Source: an optimization exercise on an open RTL-to-GDS flow (aim: small area, a short achievable clock period and few clock cycles per item). Production flows keep margins and buffers that such runs may drop.
Function was checked by simulation only, so behaviour that the tests miss may differ from the original.
Power and IR drop assume default switching activity.

$ cat flow/run.sh
#!/bin/bash
# synth_recipe.tcl (not shown) runs the flow's synth.tcl, then flattens the netlist and writes it again
# the make line also repeats each setting of config.mk as NAME=value (left out here)
make -C /OpenROAD-flow-scripts/flow DESIGN_CONFIG=/design/flow/config.mk WORK_HOME=/design/flow/orfs CLKGATE_MAP_FILE= SYNTH_SCRIPT=/design/flow/synth_recipe.tcl finish
$ cat flow/config.mk
export PLATFORM = sky130hd
export DESIGN_NAME = core
export DESIGN_NICKNAME = core
export VERILOG_FILES = /design/flow/design.v
export SDC_FILE = /design/flow/constraint.sdc
export NUM_CORES = 4
export LEC_CHECK = 0
export CAP_MARGIN = 20
export CORE_MARGIN = 2
export CORE_UTILIZATION = 40
export SLEW_MARGIN = 20
$ cat flow/constraint.sdc
create_clock -name core_clock -period 13.0 [get_ports {clk}]
set_input_delay 2.6000 -clock core_clock [delete_from_list [all_inputs] [get_ports {clk}]]
set_output_delay 2.6000 -clock core_clock [all_outputs]
set_load 0.01 [all_outputs]
$ cat flow/design.v
typedef enum logic[3:0] {
    ADD     = 4'b0000,
    SLL     = 4'b0001, 
    SLT     = 4'b0010, 
    SLTU    = 4'b0011, 
    XOR     = 4'b0100, 
    SRL     = 4'b0101,
    OR      = 4'b0110, 
    AND     = 4'b0111, 
    SRA     = 4'b1101,
    NOP     = 4'b1000,
    SUB     = 4'b1001
} alu_op_t;
typedef struct packed {
    logic LOAD;
    logic LOAD_FP;
    logic MISC_MEM;
    logic OP_IMM;
    logic AUIPC;
    logic OP_IMM_32;
    logic STORE;
    logic STORE_FP;
    logic AMO;
    logic OP;
    logic LUI;
    logic OP_32;
    logic MADD;
    logic MSUB;
    logic NMSUB;
    logic NMADD;
    logic OP_FP;
    logic BRANCH;
    logic JALR;
    logic JAL;
    logic SYSTEM;
} opcode_map;
typedef struct packed {
    logic [6:0] funct7;
    logic [2:0] funct3;
    logic [4:0] rs2;
    logic [4:0] rs1;
    logic [4:0] rd;
    logic [6:0] opcode;
    logic [11:0] imm_i;
    logic [11:0] imm_s;
    logic [11:0] imm_b;
    logic [19:0] imm_u;
    logic [19:0] imm_j;
} instr_field;
typedef struct packed {
    logic [31:0] rs1_val;
    logic [31:0] rs2_val;
} regval_t;
typedef struct packed {  
    logic ADDI;
    logic SLTI;
    logic SLTIU;
    logic XORI;
    logic ORI;
    logic ANDI;
    logic SLLI;
    logic SRLI;
    logic SRAI;
    logic LUI;
    logic AUIPC;
    logic JAL;
    logic JALR;
    logic ADD;
    logic SUB;
    logic SLL;
    logic SLT;
    logic SLTU;
    logic XOR;
    logic SRL;
    logic SRA;
    logic OR;
    logic AND;
    logic BEQ;
    logic BNE;
    logic BLT;
    logic BGE;
    logic BLTU;
    logic BGEU;
    logic LB;
    logic LH;
    logic LW;
    logic LBU;
    logic LHU;
    logic SB;
    logic SH;
    logic SW;
} instruction_decode_t;
module alu (
    input logic [32-1:0] a,
    input logic [32-1:0] b,
    input alu_op_t op,
    output logic [32-1:0] result,
    output logic EQ,
    output logic NE,
    output logic LT,
    output logic LTU,
    output logic GE,
    output logic GEU
);
    logic [32-2:0] zeros;
    logic cmp_EQ, cmp_NE, cmp_LT, cmp_LTU, cmp_GE, cmp_GEU;  
    assign zeros = 0;
    always_comb begin : result_mux
        case (op)
            AND : result = a & b;
            OR  : result = a | b;
            XOR : result = a ^ b;
            SLT : result = {zeros, cmp_LT};
            SLTU : result = {zeros, cmp_LTU};
            SLL : result = a << b[4:0]; 
            SRA : result = $signed(a) >>> b[4:0];
            SRL : result = a >> b[4:0];
            ADD : result = a + b;
            SUB : result = a - b;
            NOP: result = 0; 
            default : result = 0;
        endcase
    end
    always_comb begin : compare
        cmp_EQ = a == b;
        cmp_NE = ~cmp_EQ;
        cmp_LT = $signed(a) < $signed(b);
        cmp_LTU = a < b;
        cmp_GE = ~cmp_LT;
        cmp_GEU = ~cmp_LTU;
    end
    assign EQ = cmp_EQ;
    assign NE = cmp_NE;
    assign LT = cmp_LT;
    assign LTU = cmp_LTU;
    assign GE = cmp_GE;
    assign GEU = cmp_GEU;
endmodule
module decoder
(
    input logic [31:0] i,  
    output instr_field i_field_pkt,
    output opcode_map op_decode_pkt,
    output instruction_decode_t instruction_decode_pkt,
    output logic illegal_instruction 
);
    logic _0_0_x;
    logic _0_1_x;
    logic _1_0_x;
    logic _1_1_x;
    logic x_0_0_0;
    logic x_0_0_1;
    logic x_0_1_0;
    logic x_0_1_1;
    logic x_1_0_0;
    logic x_1_0_1;
    logic x_1_1_0;
    logic x_1_1_1;
    assign i_field_pkt.funct7 = i[31:25];
    assign i_field_pkt.funct3 = i[14:12];
    assign i_field_pkt.rs2 = i[24:20];
    assign i_field_pkt.rs1 = i[19:15];
    assign i_field_pkt.rd = i[11:7];
    assign i_field_pkt.opcode = i[6:0];
    assign i_field_pkt.imm_i = i[31:20];
    assign i_field_pkt.imm_s = { i[31:25], i[11:7]};
    assign i_field_pkt.imm_b = { i[31], i[7], i[30:25], i[11:8]};
    assign i_field_pkt.imm_u = i[31:12];
    assign i_field_pkt.imm_j = {i[31], i[19:12], i[20], i[30:21]};
    assign _0_0_x = !i[6] & !i[5];
    assign _0_1_x = !i[6] & i[5];
    assign _1_0_x = i[6] & !i[5];
    assign _1_1_x = i[6] & i[5];
    assign x_0_0_0 = !i[4] & !i[3] & !i[2];
    assign x_0_0_1 = !i[4] & !i[3] & i[2];
    assign x_0_1_0 = !i[4] & i[3] & !i[2];
    assign x_0_1_1 = !i[4] & i[3] & i[2];
    assign x_1_0_0 = i[4] & !i[3] & !i[2];
    assign x_1_0_1 = i[4] & !i[3] & i[2];
    assign x_1_1_0 = i[4] & i[3] & !i[2];
    assign x_1_1_1 = i[4] & i[3] & i[2];
    assign op_decode_pkt.LOAD = _0_0_x & x_0_0_0;
    assign op_decode_pkt.STORE = _0_1_x & x_0_0_0;
    assign op_decode_pkt.MADD = _1_0_x & x_0_0_0;
    assign op_decode_pkt.BRANCH = _1_1_x & x_0_0_0;
    assign op_decode_pkt.LOAD_FP = _0_0_x & x_0_0_1;
    assign op_decode_pkt.STORE_FP = _0_1_x & x_0_0_1;
    assign op_decode_pkt.MSUB = _1_0_x & x_0_0_1;
    assign op_decode_pkt.JALR = _1_1_x & x_0_0_1;
    assign op_decode_pkt.NMSUB = _1_0_x & x_0_1_0;
    assign op_decode_pkt.MISC_MEM = _0_0_x & x_0_1_1;
    assign op_decode_pkt.AMO = _0_1_x & x_0_1_1;
    assign op_decode_pkt.NMADD = _1_0_x & x_0_1_1;
    assign op_decode_pkt.JAL = _1_1_x & x_0_1_1;
    assign op_decode_pkt.OP_IMM = _0_0_x & x_1_0_0;
    assign op_decode_pkt.OP = _0_1_x & x_1_0_0;
    assign op_decode_pkt.OP_FP = _1_0_x & x_1_0_0;
    assign op_decode_pkt.SYSTEM = _1_1_x & x_1_0_0;
    assign op_decode_pkt.AUIPC = _0_0_x & x_1_0_1;
    assign op_decode_pkt.LUI = _0_1_x & x_1_0_1;
    assign op_decode_pkt.OP_IMM_32 = _0_0_x & x_1_1_1;
    assign op_decode_pkt.OP_32 = _0_1_x & x_1_1_1;
    assign instruction_decode_pkt.ADDI = op_decode_pkt.OP_IMM & (i_field_pkt.funct3 == 3'b000);
    assign instruction_decode_pkt.SLTI = op_decode_pkt.OP_IMM & (i_field_pkt.funct3 == 3'b010);
    assign instruction_decode_pkt.SLTIU = op_decode_pkt.OP_IMM & (i_field_pkt.funct3 == 3'b011);
    assign instruction_decode_pkt.XORI = op_decode_pkt.OP_IMM & (i_field_pkt.funct3 == 3'b100);
    assign instruction_decode_pkt.ORI = op_decode_pkt.OP_IMM & (i_field_pkt.funct3 == 3'b110);
    assign instruction_decode_pkt.ANDI = op_decode_pkt.OP_IMM & (i_field_pkt.funct3 == 3'b111);
    assign instruction_decode_pkt.SLLI = op_decode_pkt.OP_IMM & (i_field_pkt.funct3 == 3'b001) & i_field_pkt.imm_i[11:5] == 7'b0000000;
    assign instruction_decode_pkt.SRLI = op_decode_pkt.OP_IMM & (i_field_pkt.funct3 == 3'b101) & i_field_pkt.imm_i[11:5] == 7'b0000000;
    assign instruction_decode_pkt.SRAI = op_decode_pkt.OP_IMM & (i_field_pkt.funct3 == 3'b101) & i_field_pkt.imm_i[11:5] == 7'b0100000;
    assign instruction_decode_pkt.LUI = op_decode_pkt.LUI;
    assign instruction_decode_pkt.AUIPC = op_decode_pkt.AUIPC;
    assign instruction_decode_pkt.JAL = op_decode_pkt.JAL;
    assign instruction_decode_pkt.JALR = op_decode_pkt.JALR;
    assign instruction_decode_pkt.ADD = op_decode_pkt.OP & (i_field_pkt.funct3 == 3'b000) & (i_field_pkt.funct7 == 7'b0000000);
    assign instruction_decode_pkt.SUB = op_decode_pkt.OP & (i_field_pkt.funct3 == 3'b000) & (i_field_pkt.funct7 == 7'b0100000);
    assign instruction_decode_pkt.SLL = op_decode_pkt.OP & (i_field_pkt.funct3 == 3'b001) & (i_field_pkt.funct7 == 7'b0000000);
    assign instruction_decode_pkt.SLT = op_decode_pkt.OP & (i_field_pkt.funct3 == 3'b010) & (i_field_pkt.funct7 == 7'b0000000);
    assign instruction_decode_pkt.SLTU = op_decode_pkt.OP & (i_field_pkt.funct3 == 3'b011) & (i_field_pkt.funct7 == 7'b0000000);
    assign instruction_decode_pkt.XOR = op_decode_pkt.OP & (i_field_pkt.funct3 == 3'b100) & (i_field_pkt.funct7 == 7'b0000000);
    assign instruction_decode_pkt.SRL = op_decode_pkt.OP & (i_field_pkt.funct3 == 3'b101) & (i_field_pkt.funct7 == 7'b0000000);
    assign instruction_decode_pkt.SRA = op_decode_pkt.OP & (i_field_pkt.funct3 == 3'b101) & (i_field_pkt.funct7 == 7'b0100000);
    assign instruction_decode_pkt.OR = op_decode_pkt.OP & (i_field_pkt.funct3 == 3'b110) & (i_field_pkt.funct7 == 7'b0000000);
    assign instruction_decode_pkt.AND = op_decode_pkt.OP & (i_field_pkt.funct3 == 3'b111) & (i_field_pkt.funct7 == 7'b0000000);
    assign instruction_decode_pkt.BEQ = op_decode_pkt.BRANCH & (i_field_pkt.funct3 == 3'b000);
    assign instruction_decode_pkt.BNE = op_decode_pkt.BRANCH & (i_field_pkt.funct3 == 3'b001);
    assign instruction_decode_pkt.BLT = op_decode_pkt.BRANCH & (i_field_pkt.funct3 == 3'b100);
    assign instruction_decode_pkt.BGE = op_decode_pkt.BRANCH & (i_field_pkt.funct3 == 3'b101);
    assign instruction_decode_pkt.BLTU = op_decode_pkt.BRANCH & (i_field_pkt.funct3 == 3'b110);
    assign instruction_decode_pkt.BGEU = op_decode_pkt.BRANCH & (i_field_pkt.funct3 == 3'b111);
    assign instruction_decode_pkt.LB = op_decode_pkt.LOAD & (i_field_pkt.funct3 == 3'b000);
    assign instruction_decode_pkt.LH = op_decode_pkt.LOAD & (i_field_pkt.funct3 == 3'b001);
    assign instruction_decode_pkt.LW = op_decode_pkt.LOAD & (i_field_pkt.funct3 == 3'b010);
    assign instruction_decode_pkt.LBU = op_decode_pkt.LOAD & (i_field_pkt.funct3 == 3'b100);
    assign instruction_decode_pkt.LHU = op_decode_pkt.LOAD & (i_field_pkt.funct3 == 3'b101);
    assign instruction_decode_pkt.SB = op_decode_pkt.STORE & (i_field_pkt.funct3 == 3'b000);
    assign instruction_decode_pkt.SH = op_decode_pkt.STORE & (i_field_pkt.funct3 == 3'b001);
    assign instruction_decode_pkt.SW = op_decode_pkt.STORE & (i_field_pkt.funct3 == 3'b010);
    assign illegal_instruction = instruction_decode_pkt == 0;
endmodule
module regfile_32b(
    input logic [4:0] r0addr,
    input logic [4:0] r1addr,
    output logic [31:0] r0data,
    output logic [31:0] r1data,
    input logic [4:0] waddr,
    input logic [31:0] wdata,
    input logic wren,
    input logic clk
);
    logic [31:0]regs[1:31];
    assign r0data = (r0addr == 0) ? 0 : regs[r0addr];
    assign r1data = (r1addr == 0) ? 0 : regs[r1addr];
    always_ff @(posedge clk) begin
            if (wren && (waddr != 0)) begin
                regs[waddr] <= wdata;
            end
    end
endmodule
module core
(
    input logic clk,
    input logic cpu_rstn,
    output logic [32-1:0] instr_rd_addr,
    output logic [32-1:0] instr_wr_addr,
    output logic [32-1:0] instr_wr_data,
    input logic [32-1:0] instr_rd_data,
    output logic [3:0] instr_wr_strobe,
    output logic [32-1:0] data_rd_addr,
    output logic [32-1:0] data_wr_addr,
    output logic [32-1:0] data_wr_data,
    input logic [32-1:0] data_rd_data,
    output logic [3:0] data_wr_strobe
);
    logic [32-1:0] fetch_addr;
    logic fetch_addr_misaligned;
    logic next_pc_sel;
    logic [32-1:0] current_pc;
    logic [32-1:0] next_pc;
    logic [32-1:0] pc_plus_4;
    logic [32-1:0] instruction;
    logic [32-1:0] target_address;
    instr_field i_field_pkt;
    opcode_map op_decode_pkt;
    instruction_decode_t instruction_decode_pkt;
    logic is_illegal_instruction;
    logic [$bits(i_field_pkt.imm_i)-1:0] offset_i;
    logic [$bits(i_field_pkt.imm_j)-1:0] offset_j;
    logic [$bits(i_field_pkt.imm_s)-1:0] offset_s;
    logic [$bits(i_field_pkt.imm_b)-1:0] offset_b;
    logic [32-1:0] regfile_wr_data;
    logic [32-1:0] alu_a;
    logic [32-1:0] alu_b;
    logic [32-1:0] alu_result;
    alu_op_t alu_op;
    regval_t regval;
    logic alu_eq;
    logic alu_ne;
    logic alu_lt;
    logic alu_ltu;
    logic alu_ge;
    logic alu_geu;
    logic [32-1:0] return_address;
    logic [32-1:0] address_generate;
    logic [32-1:0] link_address;
    logic [32-1:0] load_val_mux_out;
    localparam offset_i_nbits = $bits(offset_i);
    localparam offset_j_nbits = $bits(offset_j);
    localparam offset_s_nbits = $bits(offset_s);
    localparam offset_b_nbits = $bits(offset_b);
    localparam sign_extend_i_nbits = $bits(alu_b) - offset_i_nbits;
    localparam sign_extend_j_nbits = $bits(alu_b) - offset_j_nbits;
    localparam sign_extend_s_nbits = $bits(alu_b) - offset_s_nbits;
    localparam sign_extend_b_nbits = $bits(alu_b) - offset_b_nbits;
    logic alu_b_use_imm_i;
    logic alu_b_use_imm_s;
    logic next_pc_jump; 
    logic regfile_use_imm_u;
    logic regfile_use_link_address;
    logic regfile_use_alu_result;
    logic regfile_use_load_val;
    logic use_aligned_address_generate;
    logic use_raw_address_generate;
    logic adder_use_imm_u;
    logic adder_use_offset_j;
    logic adder_use_offset_i;
    logic adder_use_offset_b;
    logic regfile_wr_en;
    logic dmem_write_req;
    logic target_address_sel;
    assign target_address_sel = use_aligned_address_generate;
    assign target_address = target_address_sel ? (alu_result & 32'hFFFF_FFFE) : address_generate;
    always_comb begin : address_gen
        logic [3:0] address_generate_sel;
        address_generate_sel = {adder_use_imm_u, adder_use_offset_b, adder_use_offset_i, adder_use_offset_j};       
        case (address_generate_sel)
            4'b1000: address_generate = current_pc + {i_field_pkt.imm_u, 12'h000};
            4'b0100: address_generate = current_pc + {{(sign_extend_b_nbits-1){offset_b[offset_b_nbits-1]}}, offset_b, 1'b0};
            4'b0010: address_generate = current_pc + {{sign_extend_i_nbits{offset_i[offset_i_nbits-1]}}, offset_i};
            4'b0001: address_generate = current_pc + {{(sign_extend_j_nbits-1){offset_j[offset_j_nbits-1]}}, offset_j, 1'b0};
            default : address_generate = current_pc + {i_field_pkt.imm_u, 12'h000};
        endcase
    end
    assign pc_plus_4 = current_pc + 4; 
    assign fetch_addr = current_pc;
    assign next_pc = next_pc_sel ? target_address : pc_plus_4;
    assign fetch_addr_misaligned = fetch_addr[0] | fetch_addr[1];
    assign next_pc_sel = next_pc_jump;
    assign instr_rd_addr = current_pc[31:2];
    assign instr_wr_addr = 0;
    assign instr_wr_data = 0; 
    assign instr_wr_strobe = 0; 
    assign instruction = instr_rd_data;
  always_ff @(posedge (clk) or negedge (cpu_rstn)) begin                           
    if (!cpu_rstn) begin                                                             
      current_pc <= (0);                                                        
    end else begin                                                                   
      current_pc <= (next_pc);                                                                  
    end                                                                              
  end;
    assign offset_i = i_field_pkt.imm_i;
    assign offset_j = i_field_pkt.imm_j;
    assign offset_s = i_field_pkt.imm_s;
    assign offset_b = i_field_pkt.imm_b;
    assign alu_a = regval.rs1_val;
    always_comb begin: controls
        alu_b_use_imm_i = instruction_decode_pkt.ADDI
                            | instruction_decode_pkt.SLTI
                            | instruction_decode_pkt.SLTIU
                            | instruction_decode_pkt.XORI
                            | instruction_decode_pkt.ORI
                            | instruction_decode_pkt.ANDI
                            | instruction_decode_pkt.SLLI
                            | instruction_decode_pkt.SRLI
                            | instruction_decode_pkt.SRAI
                            | instruction_decode_pkt.LB
                            | instruction_decode_pkt.LH
                            | instruction_decode_pkt.LW
                            | instruction_decode_pkt.LBU
                            | instruction_decode_pkt.LHU
                            | instruction_decode_pkt.JALR;
        alu_b_use_imm_s = instruction_decode_pkt.SB
                        | instruction_decode_pkt.SH
                        | instruction_decode_pkt.SW;
        next_pc_jump = instruction_decode_pkt.JAL | instruction_decode_pkt.JALR 
                            | (instruction_decode_pkt.BEQ & alu_eq)
                            | (instruction_decode_pkt.BNE & alu_ne)
                            | (instruction_decode_pkt.BLT & alu_lt)
                            | (instruction_decode_pkt.BGE & alu_ge)
                            | (instruction_decode_pkt.BLTU & alu_ltu)
                            | (instruction_decode_pkt.BGEU & alu_geu);
        regfile_use_imm_u = instruction_decode_pkt.LUI;
        regfile_use_link_address = instruction_decode_pkt.JAL 
                                | instruction_decode_pkt.JALR ;
        regfile_use_alu_result = op_decode_pkt.OP | op_decode_pkt.OP_IMM;
        regfile_use_load_val = instruction_decode_pkt.LB
                                | instruction_decode_pkt.LH
                                | instruction_decode_pkt.LW
                                | instruction_decode_pkt.LBU
                                | instruction_decode_pkt.LHU;
        use_aligned_address_generate = instruction_decode_pkt.JALR;
        use_raw_address_generate = ~use_aligned_address_generate;
        adder_use_imm_u = instruction_decode_pkt.AUIPC;
        adder_use_offset_j = instruction_decode_pkt.JAL;
        adder_use_offset_i = instruction_decode_pkt.JALR;
        adder_use_offset_b = op_decode_pkt.BRANCH;
        regfile_wr_en = ~is_illegal_instruction 
                        & (instruction_decode_pkt.LUI 
                        | instruction_decode_pkt.AUIPC 
                        | instruction_decode_pkt.JAL 
                        | instruction_decode_pkt.JALR
                        | op_decode_pkt.LOAD
                        | op_decode_pkt.OP
                        | op_decode_pkt.OP_IMM);
        dmem_write_req = ~is_illegal_instruction & op_decode_pkt.STORE;
    end
    always_comb begin: alu_rs2_sel_mux
        if (alu_b_use_imm_i) alu_b = {{sign_extend_i_nbits{offset_i[offset_i_nbits-1]}}, offset_i};
        else if (alu_b_use_imm_s) alu_b = {{sign_extend_s_nbits{offset_s[offset_s_nbits-1]}}, offset_s};
        else alu_b = regval.rs2_val;
    end
    always_comb begin : alu_op_decode
        logic alu_use_qualifier;
        logic alu_op_and;
        logic alu_op_or;
        logic alu_op_xor;
        logic alu_op_slt;
        logic alu_op_sltu;
        logic alu_op_sll;
        logic alu_op_srl;
        logic alu_op_sra;
        logic alu_op_add;
        logic alu_op_sub;
        alu_use_qualifier = op_decode_pkt.OP | op_decode_pkt.OP_IMM 
                            | op_decode_pkt.LOAD | op_decode_pkt.STORE
                            | op_decode_pkt.JALR;
        alu_op_add = instruction_decode_pkt.ADD | instruction_decode_pkt.ADDI
                   | op_decode_pkt.LOAD | op_decode_pkt.STORE | op_decode_pkt.JALR;
        alu_op_sub = instruction_decode_pkt.SUB;
        alu_op_or = instruction_decode_pkt.OR | instruction_decode_pkt.ORI;
        alu_op_xor = instruction_decode_pkt.XOR | instruction_decode_pkt.XORI;
        alu_op_and = instruction_decode_pkt.AND | instruction_decode_pkt.ANDI;
        alu_op_slt = instruction_decode_pkt.SLT | instruction_decode_pkt.SLTI;
        alu_op_sltu = instruction_decode_pkt.SLTU | instruction_decode_pkt.SLTIU;
        alu_op_sll = instruction_decode_pkt.SLL | instruction_decode_pkt.SLLI;
        alu_op_srl = instruction_decode_pkt.SRL | instruction_decode_pkt.SRLI;
        alu_op_sra = instruction_decode_pkt.SRA | instruction_decode_pkt.SRAI;
        if (alu_use_qualifier) begin
            case (1'b1)
                alu_op_add : alu_op = ADD;
                alu_op_sub : alu_op = SUB;
                alu_op_or : alu_op = OR;
                alu_op_xor : alu_op = XOR;
                alu_op_and : alu_op = AND;
                alu_op_slt : alu_op = SLT;
                alu_op_sltu : alu_op = SLTU;
                alu_op_sll : alu_op = SLL;
                alu_op_srl : alu_op = SRL;
                alu_op_sra : alu_op = SRA;
                default : alu_op = NOP;
            endcase 
        end else begin
            alu_op = NOP;
        end
    end
    always_comb begin : regfile_wr_data_mux
        link_address = pc_plus_4;
        if (regfile_use_imm_u) regfile_wr_data = {i_field_pkt.imm_u, 12'b0};
        else if (regfile_use_link_address) regfile_wr_data = link_address;
        else if (regfile_use_alu_result) regfile_wr_data = alu_result;
        else if (regfile_use_load_val) regfile_wr_data = load_val_mux_out;
        else regfile_wr_data = address_generate;  
    end
    assign data_rd_addr = alu_result[31:2];
    assign data_wr_addr = alu_result[31:2];
    logic data_addr_misaligned;
    logic data_wren;
    assign data_addr_misaligned = data_wren & (alu_result[1] | alu_result[0]); 
    assign data_wren = dmem_write_req;
    always_comb begin : store_wr_strobe_logic
        if (instruction_decode_pkt.SB & data_wren) begin
            data_wr_strobe = 4'b0001 << alu_result[1:0];
            data_wr_data = {4{regval.rs2_val[7:0]}};
        end else if (instruction_decode_pkt.SH & data_wren) begin
            data_wr_strobe = alu_result[1] ? 4'b1100 : 4'b0011;
            data_wr_data = {2{regval.rs2_val[15:0]}};
        end else if (instruction_decode_pkt.SW & data_wren) begin
            data_wr_strobe = 4'b1111;
            data_wr_data = regval.rs2_val;
        end else begin
            data_wr_strobe = '0;
            data_wr_data = regval.rs2_val;
        end
    end
    always_comb begin : load_transform_mux
        logic [32-1:0] load_raw;
        logic [32-1:0] load_val_byte;
        logic [32-1:0] load_val_byte_unsigned;
        logic [32-1:0] load_val_word;
        logic [32-1:0] load_val_halfword;
        logic [32-1:0] load_val_halfword_unsigned;
        load_raw = data_rd_data >> {alu_result[1:0], 3'b000};
        load_val_byte = {{24{load_raw[7]}}, load_raw[7:0]};
        load_val_byte_unsigned = {24'b0, load_raw[7:0]};
        load_val_word = load_raw;
        load_val_halfword = {{16{load_raw[15]}}, load_raw[15:0]};
        load_val_halfword_unsigned = {16'b0, load_raw[15:0]};
        if (instruction_decode_pkt.LB) load_val_mux_out = load_val_byte;
        else if (instruction_decode_pkt.LH) load_val_mux_out = load_val_halfword;
        else if (instruction_decode_pkt.LW) load_val_mux_out = load_val_word;
        else if (instruction_decode_pkt.LBU) load_val_mux_out = load_val_byte_unsigned;
        else if (instruction_decode_pkt.LHU) load_val_mux_out = load_val_halfword_unsigned;
        else load_val_mux_out = '0;
    end
    decoder decode(
        .i(instruction),
        .i_field_pkt(i_field_pkt),
        .op_decode_pkt(op_decode_pkt),
        .instruction_decode_pkt(instruction_decode_pkt),
        .illegal_instruction(is_illegal_instruction)
    );
    alu alu(
        .a(alu_a),
        .b(alu_b),
        .op(alu_op),
        .result(alu_result),
        .EQ(alu_eq),
        .NE(alu_ne),
        .LT(alu_lt),
        .LTU(alu_ltu),
        .GE(alu_ge),
        .GEU(alu_geu)
    );
    regfile_32b regfile(
        .r0addr(i_field_pkt.rs1),
        .r1addr(i_field_pkt.rs2),
        .r0data(regval.rs1_val),
        .r1data(regval.rs2_val),
        .waddr(i_field_pkt.rd),
        .wdata(regfile_wr_data),
        .wren(regfile_wr_en),
        .clk(clk)
    );
endmodule
==> flow_summary.yaml <==
run_status:
  status: "no timing/DRC/antenna violations"
cts:
  cts_hold_buf: 0
  numCtsBuffers: 108
  cts_root_buf: "clkbuf_16"
  cts_setup_buffers: 0
  cts_tree: "yes"
  clk_path_buf_depth: 3
  clock_latency_ps: 770
  cts.sinks: 1024
  clkSlewWorstSetupHoldPaths_ps: 70
  cts-resized-gates: 0
  cts_max_level: 3
pwr:
  totalPowerFinal_w: 0.0119
  combPwrFrac_pct: 36.3
  p_sw_w: 0.00439
  powerDensity_nw_per_um2: 163
  power_frac_seq_pct: 37.8
  p_int_w: 0.00750
  swShare_pct: 37.0
  ir_drop_mv: 0.111
  leakagePower_nw: 25.4
  clock_power_share_pct: 25.8
floorplanning:
  num_rows: 147
  initial_utilization_pct: 40.4
  die_h_um: 407
  pin_count: 266
  die_w_um: 407
  core_um2: 161000
  die_area_um2: 166000
grt:
  grt_start_max_net_pins: 71
  busiest_layer: "met2"
  grt_util_met2_pct: 48.0
  grt-ovfl-total: 0
  grt.total_usage_pct: 30.9
  use_met1_pct: 40.1
  use_met3_pct: 6.20
  grt_pass1_vias: 48200
  antenna_found_initial: 18
  grt_pass1_wl_um: 362000
flow_run:
  cap_violations: 0
worst_setup_path:
  path_max_fanout: 10
  crit_arrival_ps: 10120
  critical_path_class: "in2out"
  endpoint_kind: "output port"
  start_kind: "input port"
  required_ps: 10400
sta:
  drv_slew: 0
  period_share_pct: 97.9
  maxSlewHeadroom_pct: 18.6
  setup_viol: 0
  worst_slew_pin_slew_ps: 1220
  post-route-min-period_ps: 12720
  hold_viol: 0
  rsz0062_at_grt: "no"
  fin_skew_ps: 78.6
  tns_ps: 0
  fmax_mhz: 78.6
place:
  hpwl_um: 170000
  io_buffer_count: 189
  gp_congestion: 1.02
worst_hold_path:
  hp-class: "reg2reg"
final_layout:
  syn_to_final_growth_pct: 12.5
  final_common_cell: "edfxtp_1"
  nets: 5684
  final_cell_mix: "992 x edfxtp_1, 466 x nand2_1, 442 x mux4_2, 372 x a21oi_1, 339 x nor2_1"
  layout-drive-gt1-share_pct: 20.6
  final_core_util_pct: 45.4
detailed_routing:
  post_drt_wl_per_cell_um: 33.8
  firstDrtPassIters: 7
  via_count: 50900
  viasPerCell: 6.60
  drc: 0
  antenna_left: 0
  drt_iter0_drc: 7195
  drt-total-wl_um: 260000
synth:
  synth.ff_latch_count: 1024
  yosys_warnings: 3
  postSynth.asyncResetShare_pct: 3.13
  synth_cell_types: 119
  ys.flop_type: "edfxtp_1"
  synth.area.top_cells: "edfxtp_1 46%, mux4_2 15%, mux2i_1 3.2%"
  syn_area_um2: 65000
  seq_area_frac_synth_pct: 47.1
  yosys.area.top_type: "edfxtp_1"
  syn_inst: 5319
  synth_area_per_cell_um2: 12.2
  synth_edf_count: 992
  synth_top_cell_area_share_pct: 45.9
[cells by family (layout without fill, tap and decap cells)]
kind of cell             Yosys count  after routing  share of synthesized area, %
AND/OR/NAND/NOR                 1334           1334                          9.60
flip-flops                      1024           1024                          47.1
other                              1             81                       0.00577
buffers and inverters            665            815                          5.55
AO/OA/AOI/OAI                   1303           1303                          13.3
XOR/XNOR                          92             92                          1.24
multiplexers                     734            734                          20.0
adder cells (fa/ha/maj)          166            166                          3.26
[worst max-delay path: stages]
cell,delay [ps]
clkdlybuf4s50_1,720
or4b_1,350
nor4_4,80
buf_4,170
a2111oi_2,640
nand2_2,300
o211a_4,360
fa_1,440
a21o_1,170
a21o_1,210
a21oi_1,150
o21bai_1,110
a2111o_1,490
a311oi_2,500
nor2_1,130
or4_1,480
xnor2_1,780
o31ai_1,290
nor3_4,270
a21oi_1,110
o21ai_0,180
clkdlybuf4s50_1,570
[metrics by stage]
stage	hold slack, ps	cells	worst slack (ps)	cell area [um2]
finish	546	7709	279	73100
detailed placement	517	7502	556	69600
global route	573	7703	182	73100
floorplan	479	5392	884	65200
CTS	536	7702	550	73100
global placement	498	7502	599	69600
[worst paths after layout]
path,startpoint,to,slack (ps),depth (start not counted)
worst max-delay path,instr_rd_data[6],data_wr_strobe[2],280,22
worst min-delay path,current_pc[0],current_pc[0],550,2
worst max register to register,regfile.regs[3][0],regfile.regs[21][16],4280,24
worst min register to register,current_pc[0],current_pc[0],550,2
max in group asynchronous,cpu_rstn,current_pc[2],10310,1
min in group asynchronous,cpu_rstn,current_pc[20],2010,1
[routing by layer]
layer	up-vias	part of all wire [%]
li1	21000	-
met1	25800	37
met2	3388	45
met3	720	11
met4	10	6.9
met5	-	0.027
[power by group through the flow]
stage	sequential (W)	clock, W	combinational [W]
6_report	0.00450	0.00307	0.00432
5_1_grt	0.00450	0.00323	0.00457
4_1_cts	0.00450	0.00309	0.00421
3_5_place_dp	0.00457	0	0.00420
3_3_place_gp	0.00456	0	0.00416
2_1_floorplan	0.00451	0	0.00256
[synthesized netlist by cell type (all sizes together), types with 55 or more instances]
cell type,count
a22oi,64
mux2,81
clkbuf,219
inv,141
nor2,383
nand2,472
mux2i,211
a211oi,115
nand3,71
o21ai,255
a21oi,387
xnor2,55
nor3,169
mux4,442
edfxtp,992
buf,304
a21o,59
ha,161
[flip-flops by register name, indices dropped and copies added (netlist names)]
register      count
current_pc       32
regfile.regs    992
[final cells by class]
cell class              instances  area [um2]
diodes                          7        17.5
clock buffers                 135        2830
clock inverters                65         653
fillers                     14400       87800
inverters                     142         536
multi-input cells            3703       31500
flip-flops and latches       1024       30600
well taps                    2160        2700
repair buffers                473        4250
Testbench counts, summed over its fixed seeds: cycles 132,254, instructions 132,254.

==> separate check: timing with driven ports <==
The results above use ideal ports. As a check the final layout listed here was re-extracted and re-timed, cells and wires unchanged.
Step 1, drivers: a clkbuf_16 drives clk and a buf_2 each remaining input, both assumed.
Step 2 moves the port delays by t, midway between the first and last clock arrival at a register: inputs arrive t later, outputs are due t later. That takes back most of the time a late clock gives input paths.
Three values: ideal, step 1, step 2; two values: the first two.
t, ns: 0.805
setup slack, ns: 0.279 / 0.242 / 0.242
hold slack, ns: 0.546 / 0.546 / 0.546
After both steps setup and hold are still met in this run. The setup slack of this run moves by -0.037 ns with the drivers and by -0.037 ns with both steps.
